Background: an optimization exercise with open tools, aiming at small area and a short achievable clock period. Do not read the settings as production practice.
Only the layout flow was run in this run; the RTL was not checked for function there.
Power is estimated from default activity; no workload was simulated.

==> design.v <==
module pipeline_sum (
    input clk,
    input [15:0] a, b,
    output [31:0] r
);
  wire [0:0] s0_r15_t = a[15:15];
  wire s0_r15_hz = ~(|b[15:1]);
  wire [1:0] s0_r15_bo;
  assign s0_r15_bo[0] = 1'b0;
  assign s0_r15_bo[1] = (s0_r15_t[0] ^ b[0]) ? b[0] : s0_r15_bo[0];
  wire s0_r15_q = s0_r15_hz & ~s0_r15_bo[1];
  wire [0:0] s0_r15_d;
  assign s0_r15_d[0] = s0_r15_t[0] ^ (s0_r15_q & (b[0] ^ s0_r15_bo[0]));
  wire [15:0] s0_r15_ra = {s0_r15_d, a[14:0]};
  wire [1:0] s0_r14_t = s0_r15_ra[15:14];
  wire s0_r14_hz = ~(|b[15:2]);
  wire [2:0] s0_r14_bo;
  assign s0_r14_bo[0] = 1'b0;
  assign s0_r14_bo[1] = (s0_r14_t[0] ^ b[0]) ? b[0] : s0_r14_bo[0];
  assign s0_r14_bo[2] = (s0_r14_t[1] ^ b[1]) ? b[1] : s0_r14_bo[1];
  wire s0_r14_q = s0_r14_hz & ~s0_r14_bo[2];
  wire [1:0] s0_r14_d;
  assign s0_r14_d[0] = s0_r14_t[0] ^ (s0_r14_q & (b[0] ^ s0_r14_bo[0]));
  assign s0_r14_d[1] = s0_r14_t[1] ^ (s0_r14_q & (b[1] ^ s0_r14_bo[1]));
  wire [15:0] s0_r14_ra = {s0_r14_d, s0_r15_ra[13:0]};
  wire [2:0] s0_r13_t = s0_r14_ra[15:13];
  wire s0_r13_hz = ~(|b[15:3]);
  wire [3:0] s0_r13_bo;
  assign s0_r13_bo[0] = 1'b0;
  assign s0_r13_bo[1] = (s0_r13_t[0] ^ b[0]) ? b[0] : s0_r13_bo[0];
  assign s0_r13_bo[2] = (s0_r13_t[1] ^ b[1]) ? b[1] : s0_r13_bo[1];
  assign s0_r13_bo[3] = (s0_r13_t[2] ^ b[2]) ? b[2] : s0_r13_bo[2];
  wire s0_r13_q = s0_r13_hz & ~s0_r13_bo[3];
  wire [2:0] s0_r13_d;
  assign s0_r13_d[0] = s0_r13_t[0] ^ (s0_r13_q & (b[0] ^ s0_r13_bo[0]));
  assign s0_r13_d[1] = s0_r13_t[1] ^ (s0_r13_q & (b[1] ^ s0_r13_bo[1]));
  assign s0_r13_d[2] = s0_r13_t[2] ^ (s0_r13_q & (b[2] ^ s0_r13_bo[2]));
  wire [15:0] s0_r13_ra = {s0_r13_d, s0_r14_ra[12:0]};
  reg [15:0] ra_c1;
  reg [15:0] bb_c1;
  reg [2:0] ah_c1;
  reg q15_c1;
  reg q14_c1;
  reg q13_c1;
  always_ff @(posedge clk) begin
    ra_c1 <= s0_r13_ra;
    bb_c1 <= b;
    ah_c1 <= a[15:13];
    q15_c1 <= s0_r15_q;
    q14_c1 <= s0_r14_q;
    q13_c1 <= s0_r13_q;
  end
  wire [3:0] s1_r12_t = ra_c1[15:12];
  wire s1_r12_hz = ~(|bb_c1[15:4]);
  wire [4:0] s1_r12_bo;
  assign s1_r12_bo[0] = 1'b0;
  assign s1_r12_bo[1] = (s1_r12_t[0] ^ bb_c1[0]) ? bb_c1[0] : s1_r12_bo[0];
  assign s1_r12_bo[2] = (s1_r12_t[1] ^ bb_c1[1]) ? bb_c1[1] : s1_r12_bo[1];
  assign s1_r12_bo[3] = (s1_r12_t[2] ^ bb_c1[2]) ? bb_c1[2] : s1_r12_bo[2];
  assign s1_r12_bo[4] = (s1_r12_t[3] ^ bb_c1[3]) ? bb_c1[3] : s1_r12_bo[3];
  wire s1_r12_q = s1_r12_hz & ~s1_r12_bo[4];
  wire [3:0] s1_r12_d;
  assign s1_r12_d[0] = s1_r12_t[0] ^ (s1_r12_q & (bb_c1[0] ^ s1_r12_bo[0]));
  assign s1_r12_d[1] = s1_r12_t[1] ^ (s1_r12_q & (bb_c1[1] ^ s1_r12_bo[1]));
  assign s1_r12_d[2] = s1_r12_t[2] ^ (s1_r12_q & (bb_c1[2] ^ s1_r12_bo[2]));
  assign s1_r12_d[3] = s1_r12_t[3] ^ (s1_r12_q & (bb_c1[3] ^ s1_r12_bo[3]));
  wire [15:0] s1_r12_ra = {s1_r12_d, ra_c1[11:0]};
  wire [4:0] s1_r11_t = s1_r12_ra[15:11];
  wire s1_r11_hz = ~(|bb_c1[15:5]);
  wire [5:0] s1_r11_bo;
  assign s1_r11_bo[0] = 1'b0;
  assign s1_r11_bo[1] = (s1_r11_t[0] ^ bb_c1[0]) ? bb_c1[0] : s1_r11_bo[0];
  assign s1_r11_bo[2] = (s1_r11_t[1] ^ bb_c1[1]) ? bb_c1[1] : s1_r11_bo[1];
  assign s1_r11_bo[3] = (s1_r11_t[2] ^ bb_c1[2]) ? bb_c1[2] : s1_r11_bo[2];
  assign s1_r11_bo[4] = (s1_r11_t[3] ^ bb_c1[3]) ? bb_c1[3] : s1_r11_bo[3];
  assign s1_r11_bo[5] = (s1_r11_t[4] ^ bb_c1[4]) ? bb_c1[4] : s1_r11_bo[4];
  wire s1_r11_q = s1_r11_hz & ~s1_r11_bo[5];
  wire [4:0] s1_r11_d;
  assign s1_r11_d[0] = s1_r11_t[0] ^ (s1_r11_q & (bb_c1[0] ^ s1_r11_bo[0]));
  assign s1_r11_d[1] = s1_r11_t[1] ^ (s1_r11_q & (bb_c1[1] ^ s1_r11_bo[1]));
  assign s1_r11_d[2] = s1_r11_t[2] ^ (s1_r11_q & (bb_c1[2] ^ s1_r11_bo[2]));
  assign s1_r11_d[3] = s1_r11_t[3] ^ (s1_r11_q & (bb_c1[3] ^ s1_r11_bo[3]));
  assign s1_r11_d[4] = s1_r11_t[4] ^ (s1_r11_q & (bb_c1[4] ^ s1_r11_bo[4]));
  wire [15:0] s1_r11_ra = {s1_r11_d, s1_r12_ra[10:0]};
  wire [5:0] s1_r10_t = s1_r11_ra[15:10];
  wire s1_r10_hz = ~(|bb_c1[15:6]);
  wire [6:0] s1_r10_bo;
  assign s1_r10_bo[0] = 1'b0;
  assign s1_r10_bo[1] = (s1_r10_t[0] ^ bb_c1[0]) ? bb_c1[0] : s1_r10_bo[0];
  assign s1_r10_bo[2] = (s1_r10_t[1] ^ bb_c1[1]) ? bb_c1[1] : s1_r10_bo[1];
  assign s1_r10_bo[3] = (s1_r10_t[2] ^ bb_c1[2]) ? bb_c1[2] : s1_r10_bo[2];
  assign s1_r10_bo[4] = (s1_r10_t[3] ^ bb_c1[3]) ? bb_c1[3] : s1_r10_bo[3];
  assign s1_r10_bo[5] = (s1_r10_t[4] ^ bb_c1[4]) ? bb_c1[4] : s1_r10_bo[4];
  assign s1_r10_bo[6] = (s1_r10_t[5] ^ bb_c1[5]) ? bb_c1[5] : s1_r10_bo[5];
  wire s1_r10_q = s1_r10_hz & ~s1_r10_bo[6];
  wire [5:0] s1_r10_d;
  assign s1_r10_d[0] = s1_r10_t[0] ^ (s1_r10_q & (bb_c1[0] ^ s1_r10_bo[0]));
  assign s1_r10_d[1] = s1_r10_t[1] ^ (s1_r10_q & (bb_c1[1] ^ s1_r10_bo[1]));
  assign s1_r10_d[2] = s1_r10_t[2] ^ (s1_r10_q & (bb_c1[2] ^ s1_r10_bo[2]));
  assign s1_r10_d[3] = s1_r10_t[3] ^ (s1_r10_q & (bb_c1[3] ^ s1_r10_bo[3]));
  assign s1_r10_d[4] = s1_r10_t[4] ^ (s1_r10_q & (bb_c1[4] ^ s1_r10_bo[4]));
  assign s1_r10_d[5] = s1_r10_t[5] ^ (s1_r10_q & (bb_c1[5] ^ s1_r10_bo[5]));
  wire [15:0] s1_r10_ra = {s1_r10_d, s1_r11_ra[9:0]};
  wire [6:0] s1_r9_t = s1_r10_ra[15:9];
  wire s1_r9_hz = ~(|bb_c1[15:7]);
  wire [7:0] s1_r9_bo;
  assign s1_r9_bo[0] = 1'b0;
  assign s1_r9_bo[1] = (s1_r9_t[0] ^ bb_c1[0]) ? bb_c1[0] : s1_r9_bo[0];
  assign s1_r9_bo[2] = (s1_r9_t[1] ^ bb_c1[1]) ? bb_c1[1] : s1_r9_bo[1];
  assign s1_r9_bo[3] = (s1_r9_t[2] ^ bb_c1[2]) ? bb_c1[2] : s1_r9_bo[2];
  assign s1_r9_bo[4] = (s1_r9_t[3] ^ bb_c1[3]) ? bb_c1[3] : s1_r9_bo[3];
  assign s1_r9_bo[5] = (s1_r9_t[4] ^ bb_c1[4]) ? bb_c1[4] : s1_r9_bo[4];
  assign s1_r9_bo[6] = (s1_r9_t[5] ^ bb_c1[5]) ? bb_c1[5] : s1_r9_bo[5];
  assign s1_r9_bo[7] = (s1_r9_t[6] ^ bb_c1[6]) ? bb_c1[6] : s1_r9_bo[6];
  wire s1_r9_q = s1_r9_hz & ~s1_r9_bo[7];
  wire [6:0] s1_r9_d;
  assign s1_r9_d[0] = s1_r9_t[0] ^ (s1_r9_q & (bb_c1[0] ^ s1_r9_bo[0]));
  assign s1_r9_d[1] = s1_r9_t[1] ^ (s1_r9_q & (bb_c1[1] ^ s1_r9_bo[1]));
  assign s1_r9_d[2] = s1_r9_t[2] ^ (s1_r9_q & (bb_c1[2] ^ s1_r9_bo[2]));
  assign s1_r9_d[3] = s1_r9_t[3] ^ (s1_r9_q & (bb_c1[3] ^ s1_r9_bo[3]));
  assign s1_r9_d[4] = s1_r9_t[4] ^ (s1_r9_q & (bb_c1[4] ^ s1_r9_bo[4]));
  assign s1_r9_d[5] = s1_r9_t[5] ^ (s1_r9_q & (bb_c1[5] ^ s1_r9_bo[5]));
  assign s1_r9_d[6] = s1_r9_t[6] ^ (s1_r9_q & (bb_c1[6] ^ s1_r9_bo[6]));
  wire [15:0] s1_r9_ra = {s1_r9_d, s1_r10_ra[8:0]};
  wire [7:0] s1_r8_t = s1_r9_ra[15:8];
  wire s1_r8_hz = ~(|bb_c1[15:8]);
  wire [8:0] s1_r8_bo;
  assign s1_r8_bo[0] = 1'b0;
  assign s1_r8_bo[1] = (s1_r8_t[0] ^ bb_c1[0]) ? bb_c1[0] : s1_r8_bo[0];
  assign s1_r8_bo[2] = (s1_r8_t[1] ^ bb_c1[1]) ? bb_c1[1] : s1_r8_bo[1];
  assign s1_r8_bo[3] = (s1_r8_t[2] ^ bb_c1[2]) ? bb_c1[2] : s1_r8_bo[2];
  assign s1_r8_bo[4] = (s1_r8_t[3] ^ bb_c1[3]) ? bb_c1[3] : s1_r8_bo[3];
  assign s1_r8_bo[5] = (s1_r8_t[4] ^ bb_c1[4]) ? bb_c1[4] : s1_r8_bo[4];
  assign s1_r8_bo[6] = (s1_r8_t[5] ^ bb_c1[5]) ? bb_c1[5] : s1_r8_bo[5];
  assign s1_r8_bo[7] = (s1_r8_t[6] ^ bb_c1[6]) ? bb_c1[6] : s1_r8_bo[6];
  assign s1_r8_bo[8] = (s1_r8_t[7] ^ bb_c1[7]) ? bb_c1[7] : s1_r8_bo[7];
  wire s1_r8_q = s1_r8_hz & ~s1_r8_bo[8];
  wire [7:0] s1_r8_d;
  assign s1_r8_d[0] = s1_r8_t[0] ^ (s1_r8_q & (bb_c1[0] ^ s1_r8_bo[0]));
  assign s1_r8_d[1] = s1_r8_t[1] ^ (s1_r8_q & (bb_c1[1] ^ s1_r8_bo[1]));
  assign s1_r8_d[2] = s1_r8_t[2] ^ (s1_r8_q & (bb_c1[2] ^ s1_r8_bo[2]));
  assign s1_r8_d[3] = s1_r8_t[3] ^ (s1_r8_q & (bb_c1[3] ^ s1_r8_bo[3]));
  assign s1_r8_d[4] = s1_r8_t[4] ^ (s1_r8_q & (bb_c1[4] ^ s1_r8_bo[4]));
  assign s1_r8_d[5] = s1_r8_t[5] ^ (s1_r8_q & (bb_c1[5] ^ s1_r8_bo[5]));
  assign s1_r8_d[6] = s1_r8_t[6] ^ (s1_r8_q & (bb_c1[6] ^ s1_r8_bo[6]));
  assign s1_r8_d[7] = s1_r8_t[7] ^ (s1_r8_q & (bb_c1[7] ^ s1_r8_bo[7]));
  wire [15:0] s1_r8_ra = {s1_r8_d, s1_r9_ra[7:0]};
  wire [8:0] s1_r7_t = s1_r8_ra[15:7];
  wire s1_r7_hz = ~(|bb_c1[15:9]);
  wire [9:0] s1_r7_bo;
  assign s1_r7_bo[0] = 1'b0;
  assign s1_r7_bo[1] = (s1_r7_t[0] ^ bb_c1[0]) ? bb_c1[0] : s1_r7_bo[0];
  assign s1_r7_bo[2] = (s1_r7_t[1] ^ bb_c1[1]) ? bb_c1[1] : s1_r7_bo[1];
  assign s1_r7_bo[3] = (s1_r7_t[2] ^ bb_c1[2]) ? bb_c1[2] : s1_r7_bo[2];
  assign s1_r7_bo[4] = (s1_r7_t[3] ^ bb_c1[3]) ? bb_c1[3] : s1_r7_bo[3];
  assign s1_r7_bo[5] = (s1_r7_t[4] ^ bb_c1[4]) ? bb_c1[4] : s1_r7_bo[4];
  assign s1_r7_bo[6] = (s1_r7_t[5] ^ bb_c1[5]) ? bb_c1[5] : s1_r7_bo[5];
  assign s1_r7_bo[7] = (s1_r7_t[6] ^ bb_c1[6]) ? bb_c1[6] : s1_r7_bo[6];
  assign s1_r7_bo[8] = (s1_r7_t[7] ^ bb_c1[7]) ? bb_c1[7] : s1_r7_bo[7];
  assign s1_r7_bo[9] = (s1_r7_t[8] ^ bb_c1[8]) ? bb_c1[8] : s1_r7_bo[8];
  wire s1_r7_q = s1_r7_hz & ~s1_r7_bo[9];
  wire [8:0] s1_r7_d;
  assign s1_r7_d[0] = s1_r7_t[0] ^ (s1_r7_q & (bb_c1[0] ^ s1_r7_bo[0]));
  assign s1_r7_d[1] = s1_r7_t[1] ^ (s1_r7_q & (bb_c1[1] ^ s1_r7_bo[1]));
  assign s1_r7_d[2] = s1_r7_t[2] ^ (s1_r7_q & (bb_c1[2] ^ s1_r7_bo[2]));
  assign s1_r7_d[3] = s1_r7_t[3] ^ (s1_r7_q & (bb_c1[3] ^ s1_r7_bo[3]));
  assign s1_r7_d[4] = s1_r7_t[4] ^ (s1_r7_q & (bb_c1[4] ^ s1_r7_bo[4]));
  assign s1_r7_d[5] = s1_r7_t[5] ^ (s1_r7_q & (bb_c1[5] ^ s1_r7_bo[5]));
  assign s1_r7_d[6] = s1_r7_t[6] ^ (s1_r7_q & (bb_c1[6] ^ s1_r7_bo[6]));
  assign s1_r7_d[7] = s1_r7_t[7] ^ (s1_r7_q & (bb_c1[7] ^ s1_r7_bo[7]));
  assign s1_r7_d[8] = s1_r7_t[8] ^ (s1_r7_q & (bb_c1[8] ^ s1_r7_bo[8]));
  wire [15:0] s1_r7_ra = {s1_r7_d, s1_r8_ra[6:0]};
  wire [9:0] s1_r6_t = s1_r7_ra[15:6];
  wire s1_r6_hz = ~(|bb_c1[15:10]);
  wire [10:0] s1_r6_bo;
  assign s1_r6_bo[0] = 1'b0;
  assign s1_r6_bo[1] = (s1_r6_t[0] ^ bb_c1[0]) ? bb_c1[0] : s1_r6_bo[0];
  assign s1_r6_bo[2] = (s1_r6_t[1] ^ bb_c1[1]) ? bb_c1[1] : s1_r6_bo[1];
  assign s1_r6_bo[3] = (s1_r6_t[2] ^ bb_c1[2]) ? bb_c1[2] : s1_r6_bo[2];
  assign s1_r6_bo[4] = (s1_r6_t[3] ^ bb_c1[3]) ? bb_c1[3] : s1_r6_bo[3];
  assign s1_r6_bo[5] = (s1_r6_t[4] ^ bb_c1[4]) ? bb_c1[4] : s1_r6_bo[4];
  assign s1_r6_bo[6] = (s1_r6_t[5] ^ bb_c1[5]) ? bb_c1[5] : s1_r6_bo[5];
  assign s1_r6_bo[7] = (s1_r6_t[6] ^ bb_c1[6]) ? bb_c1[6] : s1_r6_bo[6];
  assign s1_r6_bo[8] = (s1_r6_t[7] ^ bb_c1[7]) ? bb_c1[7] : s1_r6_bo[7];
  assign s1_r6_bo[9] = (s1_r6_t[8] ^ bb_c1[8]) ? bb_c1[8] : s1_r6_bo[8];
  assign s1_r6_bo[10] = (s1_r6_t[9] ^ bb_c1[9]) ? bb_c1[9] : s1_r6_bo[9];
  wire s1_r6_q = s1_r6_hz & ~s1_r6_bo[10];
  wire [9:0] s1_r6_d;
  assign s1_r6_d[0] = s1_r6_t[0] ^ (s1_r6_q & (bb_c1[0] ^ s1_r6_bo[0]));
  assign s1_r6_d[1] = s1_r6_t[1] ^ (s1_r6_q & (bb_c1[1] ^ s1_r6_bo[1]));
  assign s1_r6_d[2] = s1_r6_t[2] ^ (s1_r6_q & (bb_c1[2] ^ s1_r6_bo[2]));
  assign s1_r6_d[3] = s1_r6_t[3] ^ (s1_r6_q & (bb_c1[3] ^ s1_r6_bo[3]));
  assign s1_r6_d[4] = s1_r6_t[4] ^ (s1_r6_q & (bb_c1[4] ^ s1_r6_bo[4]));
  assign s1_r6_d[5] = s1_r6_t[5] ^ (s1_r6_q & (bb_c1[5] ^ s1_r6_bo[5]));
  assign s1_r6_d[6] = s1_r6_t[6] ^ (s1_r6_q & (bb_c1[6] ^ s1_r6_bo[6]));
  assign s1_r6_d[7] = s1_r6_t[7] ^ (s1_r6_q & (bb_c1[7] ^ s1_r6_bo[7]));
  assign s1_r6_d[8] = s1_r6_t[8] ^ (s1_r6_q & (bb_c1[8] ^ s1_r6_bo[8]));
  assign s1_r6_d[9] = s1_r6_t[9] ^ (s1_r6_q & (bb_c1[9] ^ s1_r6_bo[9]));
  wire [15:0] s1_r6_ra = {s1_r6_d, s1_r7_ra[5:0]};
  wire [10:0] s1_r5_t = s1_r6_ra[15:5];
  wire s1_r5_hz = ~(|bb_c1[15:11]);
  wire [11:0] s1_r5_bo;
  assign s1_r5_bo[0] = 1'b0;
  assign s1_r5_bo[1] = (s1_r5_t[0] ^ bb_c1[0]) ? bb_c1[0] : s1_r5_bo[0];
  assign s1_r5_bo[2] = (s1_r5_t[1] ^ bb_c1[1]) ? bb_c1[1] : s1_r5_bo[1];
  assign s1_r5_bo[3] = (s1_r5_t[2] ^ bb_c1[2]) ? bb_c1[2] : s1_r5_bo[2];
  assign s1_r5_bo[4] = (s1_r5_t[3] ^ bb_c1[3]) ? bb_c1[3] : s1_r5_bo[3];
  assign s1_r5_bo[5] = (s1_r5_t[4] ^ bb_c1[4]) ? bb_c1[4] : s1_r5_bo[4];
  assign s1_r5_bo[6] = (s1_r5_t[5] ^ bb_c1[5]) ? bb_c1[5] : s1_r5_bo[5];
  assign s1_r5_bo[7] = (s1_r5_t[6] ^ bb_c1[6]) ? bb_c1[6] : s1_r5_bo[6];
  assign s1_r5_bo[8] = (s1_r5_t[7] ^ bb_c1[7]) ? bb_c1[7] : s1_r5_bo[7];
  assign s1_r5_bo[9] = (s1_r5_t[8] ^ bb_c1[8]) ? bb_c1[8] : s1_r5_bo[8];
  assign s1_r5_bo[10] = (s1_r5_t[9] ^ bb_c1[9]) ? bb_c1[9] : s1_r5_bo[9];
  assign s1_r5_bo[11] = (s1_r5_t[10] ^ bb_c1[10]) ? bb_c1[10] : s1_r5_bo[10];
  wire s1_r5_q = s1_r5_hz & ~s1_r5_bo[11];
  wire [10:0] s1_r5_d;
  assign s1_r5_d[0] = s1_r5_t[0] ^ (s1_r5_q & (bb_c1[0] ^ s1_r5_bo[0]));
  assign s1_r5_d[1] = s1_r5_t[1] ^ (s1_r5_q & (bb_c1[1] ^ s1_r5_bo[1]));
  assign s1_r5_d[2] = s1_r5_t[2] ^ (s1_r5_q & (bb_c1[2] ^ s1_r5_bo[2]));
  assign s1_r5_d[3] = s1_r5_t[3] ^ (s1_r5_q & (bb_c1[3] ^ s1_r5_bo[3]));
  assign s1_r5_d[4] = s1_r5_t[4] ^ (s1_r5_q & (bb_c1[4] ^ s1_r5_bo[4]));
  assign s1_r5_d[5] = s1_r5_t[5] ^ (s1_r5_q & (bb_c1[5] ^ s1_r5_bo[5]));
  assign s1_r5_d[6] = s1_r5_t[6] ^ (s1_r5_q & (bb_c1[6] ^ s1_r5_bo[6]));
  assign s1_r5_d[7] = s1_r5_t[7] ^ (s1_r5_q & (bb_c1[7] ^ s1_r5_bo[7]));
  assign s1_r5_d[8] = s1_r5_t[8] ^ (s1_r5_q & (bb_c1[8] ^ s1_r5_bo[8]));
  assign s1_r5_d[9] = s1_r5_t[9] ^ (s1_r5_q & (bb_c1[9] ^ s1_r5_bo[9]));
  assign s1_r5_d[10] = s1_r5_t[10] ^ (s1_r5_q & (bb_c1[10] ^ s1_r5_bo[10]));
  wire [15:0] s1_r5_ra = {s1_r5_d, s1_r6_ra[4:0]};
  reg [15:0] ra_c2;
  reg [15:0] bb_c2;
  reg [10:0] ah_c2;
  reg q15_c2;
  reg q14_c2;
  reg q13_c2;
  reg q12_c2;
  reg q11_c2;
  reg q10_c2;
  reg q9_c2;
  reg q8_c2;
  reg q7_c2;
  reg q6_c2;
  reg q5_c2;
  always_ff @(posedge clk) begin
    ra_c2 <= s1_r5_ra;
    bb_c2 <= bb_c1;
    ah_c2 <= {ah_c1, ra_c1[12:5]};
    q15_c2 <= q15_c1;
    q14_c2 <= q14_c1;
    q13_c2 <= q13_c1;
    q12_c2 <= s1_r12_q;
    q11_c2 <= s1_r11_q;
    q10_c2 <= s1_r10_q;
    q9_c2 <= s1_r9_q;
    q8_c2 <= s1_r8_q;
    q7_c2 <= s1_r7_q;
    q6_c2 <= s1_r6_q;
    q5_c2 <= s1_r5_q;
  end
  wire [15:0] xa = {ah_c2, ra_c2[4:0]};
  wire [15:0] sh = (bb_c2[15:4] == 12'd0) ? (xa << bb_c2[3:0]) : 16'd0;
  wire [17:0] xs = {2'b0, xa | bb_c2} + {2'b0, xa ^ bb_c2} + {2'b0, sh};
  wire [17:0] ym2 = xs + {1'b0, 1'b0, q15_c2, q14_c2, q13_c2, q12_c2, q11_c2, q10_c2, q9_c2, q8_c2, q7_c2, q6_c2, q5_c2, 1'b0, 1'b0, 1'b0, 1'b0, 1'b0};
  wire [11:0] s2_r4_t = ra_c2[15:4];
  wire s2_r4_hz = ~(|bb_c2[15:12]);
  wire [12:0] s2_r4_bo;
  assign s2_r4_bo[0] = 1'b0;
  assign s2_r4_bo[1] = (s2_r4_t[0] ^ bb_c2[0]) ? bb_c2[0] : s2_r4_bo[0];
  assign s2_r4_bo[2] = (s2_r4_t[1] ^ bb_c2[1]) ? bb_c2[1] : s2_r4_bo[1];
  assign s2_r4_bo[3] = (s2_r4_t[2] ^ bb_c2[2]) ? bb_c2[2] : s2_r4_bo[2];
  assign s2_r4_bo[4] = (s2_r4_t[3] ^ bb_c2[3]) ? bb_c2[3] : s2_r4_bo[3];
  assign s2_r4_bo[5] = (s2_r4_t[4] ^ bb_c2[4]) ? bb_c2[4] : s2_r4_bo[4];
  assign s2_r4_bo[6] = (s2_r4_t[5] ^ bb_c2[5]) ? bb_c2[5] : s2_r4_bo[5];
  assign s2_r4_bo[7] = (s2_r4_t[6] ^ bb_c2[6]) ? bb_c2[6] : s2_r4_bo[6];
  assign s2_r4_bo[8] = (s2_r4_t[7] ^ bb_c2[7]) ? bb_c2[7] : s2_r4_bo[7];
  assign s2_r4_bo[9] = (s2_r4_t[8] ^ bb_c2[8]) ? bb_c2[8] : s2_r4_bo[8];
  assign s2_r4_bo[10] = (s2_r4_t[9] ^ bb_c2[9]) ? bb_c2[9] : s2_r4_bo[9];
  assign s2_r4_bo[11] = (s2_r4_t[10] ^ bb_c2[10]) ? bb_c2[10] : s2_r4_bo[10];
  assign s2_r4_bo[12] = (s2_r4_t[11] ^ bb_c2[11]) ? bb_c2[11] : s2_r4_bo[11];
  wire s2_r4_q = s2_r4_hz & ~s2_r4_bo[12];
  wire [11:0] s2_r4_d;
  assign s2_r4_d[0] = s2_r4_t[0] ^ (s2_r4_q & (bb_c2[0] ^ s2_r4_bo[0]));
  assign s2_r4_d[1] = s2_r4_t[1] ^ (s2_r4_q & (bb_c2[1] ^ s2_r4_bo[1]));
  assign s2_r4_d[2] = s2_r4_t[2] ^ (s2_r4_q & (bb_c2[2] ^ s2_r4_bo[2]));
  assign s2_r4_d[3] = s2_r4_t[3] ^ (s2_r4_q & (bb_c2[3] ^ s2_r4_bo[3]));
  assign s2_r4_d[4] = s2_r4_t[4] ^ (s2_r4_q & (bb_c2[4] ^ s2_r4_bo[4]));
  assign s2_r4_d[5] = s2_r4_t[5] ^ (s2_r4_q & (bb_c2[5] ^ s2_r4_bo[5]));
  assign s2_r4_d[6] = s2_r4_t[6] ^ (s2_r4_q & (bb_c2[6] ^ s2_r4_bo[6]));
  assign s2_r4_d[7] = s2_r4_t[7] ^ (s2_r4_q & (bb_c2[7] ^ s2_r4_bo[7]));
  assign s2_r4_d[8] = s2_r4_t[8] ^ (s2_r4_q & (bb_c2[8] ^ s2_r4_bo[8]));
  assign s2_r4_d[9] = s2_r4_t[9] ^ (s2_r4_q & (bb_c2[9] ^ s2_r4_bo[9]));
  assign s2_r4_d[10] = s2_r4_t[10] ^ (s2_r4_q & (bb_c2[10] ^ s2_r4_bo[10]));
  assign s2_r4_d[11] = s2_r4_t[11] ^ (s2_r4_q & (bb_c2[11] ^ s2_r4_bo[11]));
  wire [15:0] s2_r4_ra = {s2_r4_d, ra_c2[3:0]};
  wire [12:0] s2_r3_t = s2_r4_ra[15:3];
  wire s2_r3_hz = ~(|bb_c2[15:13]);
  wire [13:0] s2_r3_bo;
  assign s2_r3_bo[0] = 1'b0;
  assign s2_r3_bo[1] = (s2_r3_t[0] ^ bb_c2[0]) ? bb_c2[0] : s2_r3_bo[0];
  assign s2_r3_bo[2] = (s2_r3_t[1] ^ bb_c2[1]) ? bb_c2[1] : s2_r3_bo[1];
  assign s2_r3_bo[3] = (s2_r3_t[2] ^ bb_c2[2]) ? bb_c2[2] : s2_r3_bo[2];
  assign s2_r3_bo[4] = (s2_r3_t[3] ^ bb_c2[3]) ? bb_c2[3] : s2_r3_bo[3];
  assign s2_r3_bo[5] = (s2_r3_t[4] ^ bb_c2[4]) ? bb_c2[4] : s2_r3_bo[4];
  assign s2_r3_bo[6] = (s2_r3_t[5] ^ bb_c2[5]) ? bb_c2[5] : s2_r3_bo[5];
  assign s2_r3_bo[7] = (s2_r3_t[6] ^ bb_c2[6]) ? bb_c2[6] : s2_r3_bo[6];
  assign s2_r3_bo[8] = (s2_r3_t[7] ^ bb_c2[7]) ? bb_c2[7] : s2_r3_bo[7];
  assign s2_r3_bo[9] = (s2_r3_t[8] ^ bb_c2[8]) ? bb_c2[8] : s2_r3_bo[8];
  assign s2_r3_bo[10] = (s2_r3_t[9] ^ bb_c2[9]) ? bb_c2[9] : s2_r3_bo[9];
  assign s2_r3_bo[11] = (s2_r3_t[10] ^ bb_c2[10]) ? bb_c2[10] : s2_r3_bo[10];
  assign s2_r3_bo[12] = (s2_r3_t[11] ^ bb_c2[11]) ? bb_c2[11] : s2_r3_bo[11];
  assign s2_r3_bo[13] = (s2_r3_t[12] ^ bb_c2[12]) ? bb_c2[12] : s2_r3_bo[12];
  wire s2_r3_q = s2_r3_hz & ~s2_r3_bo[13];
  wire [12:0] s2_r3_d;
  assign s2_r3_d[0] = s2_r3_t[0] ^ (s2_r3_q & (bb_c2[0] ^ s2_r3_bo[0]));
  assign s2_r3_d[1] = s2_r3_t[1] ^ (s2_r3_q & (bb_c2[1] ^ s2_r3_bo[1]));
  assign s2_r3_d[2] = s2_r3_t[2] ^ (s2_r3_q & (bb_c2[2] ^ s2_r3_bo[2]));
  assign s2_r3_d[3] = s2_r3_t[3] ^ (s2_r3_q & (bb_c2[3] ^ s2_r3_bo[3]));
  assign s2_r3_d[4] = s2_r3_t[4] ^ (s2_r3_q & (bb_c2[4] ^ s2_r3_bo[4]));
  assign s2_r3_d[5] = s2_r3_t[5] ^ (s2_r3_q & (bb_c2[5] ^ s2_r3_bo[5]));
  assign s2_r3_d[6] = s2_r3_t[6] ^ (s2_r3_q & (bb_c2[6] ^ s2_r3_bo[6]));
  assign s2_r3_d[7] = s2_r3_t[7] ^ (s2_r3_q & (bb_c2[7] ^ s2_r3_bo[7]));
  assign s2_r3_d[8] = s2_r3_t[8] ^ (s2_r3_q & (bb_c2[8] ^ s2_r3_bo[8]));
  assign s2_r3_d[9] = s2_r3_t[9] ^ (s2_r3_q & (bb_c2[9] ^ s2_r3_bo[9]));
  assign s2_r3_d[10] = s2_r3_t[10] ^ (s2_r3_q & (bb_c2[10] ^ s2_r3_bo[10]));
  assign s2_r3_d[11] = s2_r3_t[11] ^ (s2_r3_q & (bb_c2[11] ^ s2_r3_bo[11]));
  assign s2_r3_d[12] = s2_r3_t[12] ^ (s2_r3_q & (bb_c2[12] ^ s2_r3_bo[12]));
  wire [15:0] s2_r3_ra = {s2_r3_d, s2_r4_ra[2:0]};
  wire [13:0] s2_r2_t = s2_r3_ra[15:2];
  wire s2_r2_hz = ~(|bb_c2[15:14]);
  wire [14:0] s2_r2_bo;
  assign s2_r2_bo[0] = 1'b0;
  assign s2_r2_bo[1] = (s2_r2_t[0] ^ bb_c2[0]) ? bb_c2[0] : s2_r2_bo[0];
  assign s2_r2_bo[2] = (s2_r2_t[1] ^ bb_c2[1]) ? bb_c2[1] : s2_r2_bo[1];
  assign s2_r2_bo[3] = (s2_r2_t[2] ^ bb_c2[2]) ? bb_c2[2] : s2_r2_bo[2];
  assign s2_r2_bo[4] = (s2_r2_t[3] ^ bb_c2[3]) ? bb_c2[3] : s2_r2_bo[3];
  assign s2_r2_bo[5] = (s2_r2_t[4] ^ bb_c2[4]) ? bb_c2[4] : s2_r2_bo[4];
  assign s2_r2_bo[6] = (s2_r2_t[5] ^ bb_c2[5]) ? bb_c2[5] : s2_r2_bo[5];
  assign s2_r2_bo[7] = (s2_r2_t[6] ^ bb_c2[6]) ? bb_c2[6] : s2_r2_bo[6];
  assign s2_r2_bo[8] = (s2_r2_t[7] ^ bb_c2[7]) ? bb_c2[7] : s2_r2_bo[7];
  assign s2_r2_bo[9] = (s2_r2_t[8] ^ bb_c2[8]) ? bb_c2[8] : s2_r2_bo[8];
  assign s2_r2_bo[10] = (s2_r2_t[9] ^ bb_c2[9]) ? bb_c2[9] : s2_r2_bo[9];
  assign s2_r2_bo[11] = (s2_r2_t[10] ^ bb_c2[10]) ? bb_c2[10] : s2_r2_bo[10];
  assign s2_r2_bo[12] = (s2_r2_t[11] ^ bb_c2[11]) ? bb_c2[11] : s2_r2_bo[11];
  assign s2_r2_bo[13] = (s2_r2_t[12] ^ bb_c2[12]) ? bb_c2[12] : s2_r2_bo[12];
  assign s2_r2_bo[14] = (s2_r2_t[13] ^ bb_c2[13]) ? bb_c2[13] : s2_r2_bo[13];
  wire s2_r2_q = s2_r2_hz & ~s2_r2_bo[14];
  wire [13:0] s2_r2_d;
  assign s2_r2_d[0] = s2_r2_t[0] ^ (s2_r2_q & (bb_c2[0] ^ s2_r2_bo[0]));
  assign s2_r2_d[1] = s2_r2_t[1] ^ (s2_r2_q & (bb_c2[1] ^ s2_r2_bo[1]));
  assign s2_r2_d[2] = s2_r2_t[2] ^ (s2_r2_q & (bb_c2[2] ^ s2_r2_bo[2]));
  assign s2_r2_d[3] = s2_r2_t[3] ^ (s2_r2_q & (bb_c2[3] ^ s2_r2_bo[3]));
  assign s2_r2_d[4] = s2_r2_t[4] ^ (s2_r2_q & (bb_c2[4] ^ s2_r2_bo[4]));
  assign s2_r2_d[5] = s2_r2_t[5] ^ (s2_r2_q & (bb_c2[5] ^ s2_r2_bo[5]));
  assign s2_r2_d[6] = s2_r2_t[6] ^ (s2_r2_q & (bb_c2[6] ^ s2_r2_bo[6]));
  assign s2_r2_d[7] = s2_r2_t[7] ^ (s2_r2_q & (bb_c2[7] ^ s2_r2_bo[7]));
  assign s2_r2_d[8] = s2_r2_t[8] ^ (s2_r2_q & (bb_c2[8] ^ s2_r2_bo[8]));
  assign s2_r2_d[9] = s2_r2_t[9] ^ (s2_r2_q & (bb_c2[9] ^ s2_r2_bo[9]));
  assign s2_r2_d[10] = s2_r2_t[10] ^ (s2_r2_q & (bb_c2[10] ^ s2_r2_bo[10]));
  assign s2_r2_d[11] = s2_r2_t[11] ^ (s2_r2_q & (bb_c2[11] ^ s2_r2_bo[11]));
  assign s2_r2_d[12] = s2_r2_t[12] ^ (s2_r2_q & (bb_c2[12] ^ s2_r2_bo[12]));
  assign s2_r2_d[13] = s2_r2_t[13] ^ (s2_r2_q & (bb_c2[13] ^ s2_r2_bo[13]));
  wire [15:0] s2_r2_ra = {s2_r2_d, s2_r3_ra[1:0]};
  wire [14:0] s2_r1_t = s2_r2_ra[15:1];
  wire s2_r1_hz = ~(|bb_c2[15:15]);
  wire [15:0] s2_r1_bo;
  assign s2_r1_bo[0] = 1'b0;
  assign s2_r1_bo[1] = (s2_r1_t[0] ^ bb_c2[0]) ? bb_c2[0] : s2_r1_bo[0];
  assign s2_r1_bo[2] = (s2_r1_t[1] ^ bb_c2[1]) ? bb_c2[1] : s2_r1_bo[1];
  assign s2_r1_bo[3] = (s2_r1_t[2] ^ bb_c2[2]) ? bb_c2[2] : s2_r1_bo[2];
  assign s2_r1_bo[4] = (s2_r1_t[3] ^ bb_c2[3]) ? bb_c2[3] : s2_r1_bo[3];
  assign s2_r1_bo[5] = (s2_r1_t[4] ^ bb_c2[4]) ? bb_c2[4] : s2_r1_bo[4];
  assign s2_r1_bo[6] = (s2_r1_t[5] ^ bb_c2[5]) ? bb_c2[5] : s2_r1_bo[5];
  assign s2_r1_bo[7] = (s2_r1_t[6] ^ bb_c2[6]) ? bb_c2[6] : s2_r1_bo[6];
  assign s2_r1_bo[8] = (s2_r1_t[7] ^ bb_c2[7]) ? bb_c2[7] : s2_r1_bo[7];
  assign s2_r1_bo[9] = (s2_r1_t[8] ^ bb_c2[8]) ? bb_c2[8] : s2_r1_bo[8];
  assign s2_r1_bo[10] = (s2_r1_t[9] ^ bb_c2[9]) ? bb_c2[9] : s2_r1_bo[9];
  assign s2_r1_bo[11] = (s2_r1_t[10] ^ bb_c2[10]) ? bb_c2[10] : s2_r1_bo[10];
  assign s2_r1_bo[12] = (s2_r1_t[11] ^ bb_c2[11]) ? bb_c2[11] : s2_r1_bo[11];
  assign s2_r1_bo[13] = (s2_r1_t[12] ^ bb_c2[12]) ? bb_c2[12] : s2_r1_bo[12];
  assign s2_r1_bo[14] = (s2_r1_t[13] ^ bb_c2[13]) ? bb_c2[13] : s2_r1_bo[13];
  assign s2_r1_bo[15] = (s2_r1_t[14] ^ bb_c2[14]) ? bb_c2[14] : s2_r1_bo[14];
  wire s2_r1_q = s2_r1_hz & ~s2_r1_bo[15];
  wire [14:0] s2_r1_d;
  assign s2_r1_d[0] = s2_r1_t[0] ^ (s2_r1_q & (bb_c2[0] ^ s2_r1_bo[0]));
  assign s2_r1_d[1] = s2_r1_t[1] ^ (s2_r1_q & (bb_c2[1] ^ s2_r1_bo[1]));
  assign s2_r1_d[2] = s2_r1_t[2] ^ (s2_r1_q & (bb_c2[2] ^ s2_r1_bo[2]));
  assign s2_r1_d[3] = s2_r1_t[3] ^ (s2_r1_q & (bb_c2[3] ^ s2_r1_bo[3]));
  assign s2_r1_d[4] = s2_r1_t[4] ^ (s2_r1_q & (bb_c2[4] ^ s2_r1_bo[4]));
  assign s2_r1_d[5] = s2_r1_t[5] ^ (s2_r1_q & (bb_c2[5] ^ s2_r1_bo[5]));
  assign s2_r1_d[6] = s2_r1_t[6] ^ (s2_r1_q & (bb_c2[6] ^ s2_r1_bo[6]));
  assign s2_r1_d[7] = s2_r1_t[7] ^ (s2_r1_q & (bb_c2[7] ^ s2_r1_bo[7]));
  assign s2_r1_d[8] = s2_r1_t[8] ^ (s2_r1_q & (bb_c2[8] ^ s2_r1_bo[8]));
  assign s2_r1_d[9] = s2_r1_t[9] ^ (s2_r1_q & (bb_c2[9] ^ s2_r1_bo[9]));
  assign s2_r1_d[10] = s2_r1_t[10] ^ (s2_r1_q & (bb_c2[10] ^ s2_r1_bo[10]));
  assign s2_r1_d[11] = s2_r1_t[11] ^ (s2_r1_q & (bb_c2[11] ^ s2_r1_bo[11]));
  assign s2_r1_d[12] = s2_r1_t[12] ^ (s2_r1_q & (bb_c2[12] ^ s2_r1_bo[12]));
  assign s2_r1_d[13] = s2_r1_t[13] ^ (s2_r1_q & (bb_c2[13] ^ s2_r1_bo[13]));
  assign s2_r1_d[14] = s2_r1_t[14] ^ (s2_r1_q & (bb_c2[14] ^ s2_r1_bo[14]));
  wire [15:0] s2_r1_ra = {s2_r1_d, s2_r2_ra[0:0]};
  wire [15:0] s2_r0_t = s2_r1_ra[15:0];
  wire s2_r0_hz = 1'b1;
  wire [16:0] s2_r0_bo;
  assign s2_r0_bo[0] = 1'b0;
  assign s2_r0_bo[1] = (s2_r0_t[0] ^ bb_c2[0]) ? bb_c2[0] : s2_r0_bo[0];
  assign s2_r0_bo[2] = (s2_r0_t[1] ^ bb_c2[1]) ? bb_c2[1] : s2_r0_bo[1];
  assign s2_r0_bo[3] = (s2_r0_t[2] ^ bb_c2[2]) ? bb_c2[2] : s2_r0_bo[2];
  assign s2_r0_bo[4] = (s2_r0_t[3] ^ bb_c2[3]) ? bb_c2[3] : s2_r0_bo[3];
  assign s2_r0_bo[5] = (s2_r0_t[4] ^ bb_c2[4]) ? bb_c2[4] : s2_r0_bo[4];
  assign s2_r0_bo[6] = (s2_r0_t[5] ^ bb_c2[5]) ? bb_c2[5] : s2_r0_bo[5];
  assign s2_r0_bo[7] = (s2_r0_t[6] ^ bb_c2[6]) ? bb_c2[6] : s2_r0_bo[6];
  assign s2_r0_bo[8] = (s2_r0_t[7] ^ bb_c2[7]) ? bb_c2[7] : s2_r0_bo[7];
  assign s2_r0_bo[9] = (s2_r0_t[8] ^ bb_c2[8]) ? bb_c2[8] : s2_r0_bo[8];
  assign s2_r0_bo[10] = (s2_r0_t[9] ^ bb_c2[9]) ? bb_c2[9] : s2_r0_bo[9];
  assign s2_r0_bo[11] = (s2_r0_t[10] ^ bb_c2[10]) ? bb_c2[10] : s2_r0_bo[10];
  assign s2_r0_bo[12] = (s2_r0_t[11] ^ bb_c2[11]) ? bb_c2[11] : s2_r0_bo[11];
  assign s2_r0_bo[13] = (s2_r0_t[12] ^ bb_c2[12]) ? bb_c2[12] : s2_r0_bo[12];
  assign s2_r0_bo[14] = (s2_r0_t[13] ^ bb_c2[13]) ? bb_c2[13] : s2_r0_bo[13];
  assign s2_r0_bo[15] = (s2_r0_t[14] ^ bb_c2[14]) ? bb_c2[14] : s2_r0_bo[14];
  assign s2_r0_bo[16] = (s2_r0_t[15] ^ bb_c2[15]) ? bb_c2[15] : s2_r0_bo[15];
  wire s2_r0_q = s2_r0_hz & ~s2_r0_bo[16];
  wire [6:0] ml = {1'b0, ym2[5:0]} + {1'b0, 1'b0, s2_r4_q, s2_r3_q, s2_r2_q, s2_r1_q, 1'b0};
  wire [6:0] mpa;
  assign mpa[0] = 1'b1;
  assign mpa[1] = mpa[0] & ml[0];
  assign mpa[2] = mpa[1] & ml[1];
  assign mpa[3] = mpa[2] & ml[2];
  assign mpa[4] = mpa[3] & ml[3];
  assign mpa[5] = mpa[4] & ml[4];
  assign mpa[6] = mpa[5] & ml[5];
  wire [6:0] lo7 = ml ^ ({7{s2_r0_q}} & mpa);
  wire [11:0] h0 = ym2[17:6];
  wire [11:0] h1 = h0 + 12'd1;
  wire [17:0] rs = {lo7[6] ? h1 : h0, lo7[5:0]};
  reg [17:0] rr_c3;
  always_ff @(posedge clk) rr_c3 <= rs;
  assign r = {14'd0, rr_c3};
endmodule
==> run.sh <==
#!/bin/bash
# synth_recipe.tcl (not shown) runs the flow's synth.tcl, then flattens the netlist and writes it again
# the make line also repeats each setting of config.mk as NAME=value (left out here)
make -C /OpenROAD-flow-scripts/flow DESIGN_CONFIG=/design/flow/config.mk WORK_HOME=/design/flow/orfs CLKGATE_MAP_FILE= SYNTH_SCRIPT=/design/flow/synth_recipe.tcl finish
==> config.mk <==
export PLATFORM = sky130hd
export DESIGN_NAME = pipeline_sum
export DESIGN_NICKNAME = pipeline_sum
export VERILOG_FILES = /design/flow/design.v
export SDC_FILE = /design/flow/constraint.sdc
export NUM_CORES = 4
export LEC_CHECK = 0
export ABC_AREA = 1
export CAP_MARGIN = 20
export CORE_MARGIN = 2
export CORE_UTILIZATION = 55
export CTS_BUF_LIST = sky130_fd_sc_hd__clkbuf_8
export SLEW_MARGIN = 20
==> constraint.sdc <==
create_clock -name core_clock -period 36.0 [get_ports {clk}]
set_input_delay 7.2000 -clock core_clock [delete_from_list [all_inputs] [get_ports {clk}]]
set_output_delay 7.2000 -clock core_clock [all_outputs]
set_load 0.01 [all_outputs]
==> run_results.csv <==
group,metric,value,unit
run_status,status,"timing/DRC/antenna clean",
grt,grt_pass1_vias,9295,
grt,antenna_found_initial,0,
floorplanning,core-area,20800,µm²
pwr,pwr-share-seq,0.332,
worst_hold_path,hold_path_startpoint,"q14_c1",
timing,setup_slack,25.25,ns
final_layout,nNetsFinal,1852,
synthesis,synth-seq-area-share,0.190,
synthesis,synth_warnings,1,
clock_network,max-clock-path-buffers,2,
pwr,clkPwrFrac,0.190,
floorplanning,die_h,149,µm
timing,slew_headroom,0.414,
clock_network,cts_buffers,9,
critical_path,reg2reg_slack,25.25,ns
synthesis,yosysUniqueCellTypes,67,
clock_network,cts.sinks,110,
clock_network,cts_htree_levels,3,
pwr,leakage,6.29,nW
floorplanning,die_area,22200,µm²
pwr,p_int,0.260,mW
place,place_hpwl,22800,µm
place,io_buffers,50,
synthesis,ys.flop_type,"dfxtp_1",
pwr,swShare,0.416,
route,vias,10000,
route,dr.pass1.iters,5,
timing,period_needed,10.75,ns
synthesis,synth_area_leaders,"dfxtp_1 19%, nand2_1 16%, xor2_1 9.5%",
clock_network,cts.clk_slew.worst_paths,0.12,ns
pwr,vdd_drop_max,20.3,µV
floorplanning,ios,65,
worst_hold_path,min_to,"q14_c2",
floorplanning,num_rows,53,
synthesis,netlist.area_leader.share,0.190,
clock_network,insertion_delay,0.40,ns
timing,hold_violations,0,
critical_path,worst-setup-path-type,"reg2reg",
critical_path,cp.required,36.35,ns
critical_path,r2r-start,"bb_c2[2]",
clock_network,cts-root-buf,"clkbuf_8",
clock_network,cts_tree,"built",
final_layout,antenna_cells,0,
grt,grt_start_max_net_pins,32,
critical_path,endpoint_kind,"flip-flop",
place,gp_congestion,0.946,
timing,finalSetupViolations,0,
critical_path,critical_path_peak_fanout,22,
critical_path,r2r-end,"rr_c3[7]",
route,antenna_left,0,
grt,grt_util_all_layers,0.256,
clock_network,post_cts_resized,0,
route,drc,0,
timing,rsz0062_at_grt,"no",
synthesis,netlist_area,11600,µm²
grt,grt-ovfl-total,0,
synthesis,ys_async_sr_fraction,0,
timing,finalSetupTns,0,ns
pwr,p_comb_frac,0.478,
synthesis,ys_ff_latch,110,
timing,clock-skew-final,0.0125,ns
place,dpl_worst_slack,25.38,ns
route,wl_per_cell,13.6,µm
critical_path,critPathLaunchType,"flip-flop",
floorplanning,die_x,149,µm
worst_hold_path,hold_depth,0,
critical_path,cp_slowest_cell,"dfxtp_1",
critical_path,arrival,11.11,ns
pwr,p_sw,0.185,mW
synthesis,avgSynthCellArea,6.72,µm²
timing,tightest_slew,0.876,ns
synthesis,synth_edf_count,0,
floorplanning,start_util,0.556,
synthesis,synthCells,1724,
grt,grt_pass1_wl,45300,µm
job,maxCapViolations,0,
route,first_iter_violations,474,
final_layout,area_growth,6.05,%
clock_network,cts_hold_buf,0,
route,drt-vias-per-instance,4.95,
critical_path,cp_common_cell,"nand2_1",
final_layout,drive_gt1_frac,0.115,
route,wl,27500,µm
timing,fmax,0.0930,GHz
timing,post-route-period-util,0.299,
clock_network,post-cts-setup-buffer-count,0,
worst_hold_path,hp-class,"reg2reg",
timing,final_max_slew_viol_count,0,
synthesis,yosysTopAreaCell,"dfxtp_1",
critical_path,r2r_cells,84,
pwr,power.density,36.2,nW/µm²
critical_path,critPathMaxStageDelay,0.83,ns
## critical path, delay by kind of cell, from the launching register on
kind	cells	cell delay, ns
simple gates	67	6.54
buf+inv	7	1.15
compound gates	5	0.97
flops	1	0.83
fa+ha+maj	2	0.67
xor+xnor	3	0.53
## placed cells by master, fill, tap and decap left out, types with 4 or more instances in the layout
cell type	n
o21ai_1	10
clkdlybuf4s50_1	50
nor4_1	5
o21bai_1	8
nor2_2	5
nor3_1	10
o21ai_0	49
nand4_1	22
clkinv_1	6
inv_1	260
a32o_1	4
xor2_2	6
inv_2	19
buf_4	4
dfxtp_1	110
nand3_1	132
xnor2_1	30
nand2_2	65
nand2_1	479
nand3b_1	5
nand2_4	9
nor2_1	100
o22ai_1	4
clkbuf_8	9
xnor3_1	6
conb_1	14
nand3_2	29
a21oi_1	28
xor2_1	126
inv_4	4
ha_1	44
fa_1	28
or2_2	18
## synth_stat cells (all sizes together), types with 8 or more instances
| cell type | number |
|---|---|
| nor2 | 107 |
| nand4 | 23 |
| o21ai | 62 |
| xnor2 | 33 |
| xor2 | 132 |
| or2 | 21 |
| nor3 | 10 |
| nand3 | 164 |
| clkinv | 8 |
| dfxtp | 110 |
| fa | 28 |
| buf | 36 |
| ha | 44 |
| o21bai | 11 |
| inv | 284 |
| clkbuf | 19 |
| a21oi | 31 |
| nand2 | 553 |
## cell families after synthesis
logic type | synth area share
other cells | 0.000324
compound gates | 0.0722
xor+xnor | 0.145
buf+inv | 0.136
simple gates | 0.359
flops | 0.190
mux | 0.00173
fa+ha+maj | 0.0959
## power groups by stage
stage               clock [mW]  combinational [mW]  sequential, mW
floorplan                    0               0.159           0.151
global placement             0               0.212           0.151
detailed placement           0               0.213           0.151
CTS                     0.0869               0.214           0.148
global route            0.0908               0.243           0.149
finish                  0.0843               0.213           0.148
## per-layer routing
layer | GRT usage | up-vias | part of all wire
met5 | 0 | - | 0
met4 | 0.0895 | 0 | 0.029
met3 | 0.0343 | 42 | 0.044
met2 | 0.425 | 206 | 0.46
met1 | 0.342 | 4445 | 0.47
li1 | - | 5334 | -
## sequential cells by signal, summed over array words and instances, names as in the netlist, 3 cells and up
signal	cells
ah_c1	3
ah_c2	11
bb_c1	16
bb_c2	16
ra_c1	16
ra_c2	16
rr_c3	18
## layout make-up
class | instances | area [µm²]
Fill cell | 2088 | 8540
Multi-Input combinational cell | 1280 | 7860
Sequential cell | 110 | 2200
Inverter | 292 | 1120
Timing Repair Buffer | 54 | 531
Tap cell | 275 | 344
Clock buffer | 9 | 124
Clock inverter | 7 | 106
## through the flow
stage	hold WS, ns	utilization	total power [mW]	std cells	cell area, µm²
2_1_floorplan	0.310	-	0.310	1737	11600
3_3_place_gp	0.310	0.579	0.363	2011	12100
3_5_place_dp	0.313	0.579	0.364	2011	12100
4_1_cts	0.337	0.590	0.449	2027	12300
5_1_grt	0.352	0.590	0.483	2027	12300
6_report	0.340	0.590	0.444	2027	12300
## how the worst max path moves through the flow
stage                   from         to  slack [ns]  depth (start not counted)
finish              bb_c2[2]   rr_c3[7]       25.25                         84
global route        bb_c2[2]  rr_c3[13]       23.81                         83
CTS                 bb_c2[0]  rr_c3[14]       25.33                         87
detailed placement  bb_c2[2]  rr_c3[17]       25.38                         84
global placement    bb_c2[0]  rr_c3[17]       25.64                         86
floorplan              b[10]  ra_c1[14]       26.93                         14

[what the ideal ports hide]
No port has a modelled driver above. Below, the same layout with a new extraction and two added sets of constraints.
Step 1 (the two cells are an assumption about what drives the block):
set clk [get_ports {clk}]
set_driving_cell -lib_cell sky130_fd_sc_hd__clkbuf_16 $clk
set_driving_cell -lib_cell sky130_fd_sc_hd__buf_2 [delete_from_list [all_inputs] $clk]
Step 2 adds t to the input delays and takes it off the output delays; t is the mean of the earliest and latest rising clock arrival at the registers after step 1. Input paths then give back, and output paths get back, about the clock's delay inside the block.
a / b / c = ideal / step 1 / step 2; a / b = the first two.
t (ns): 0.446
slack for setup (ns): 25.248 / 25.248 / 25.248
worst register clock-pin slew, ns: 0.12 / 0.12
After both steps this run still meets setup and hold. The setup slack of this run moves by 0.000 ns with the drivers and by 0.000 ns with both steps.
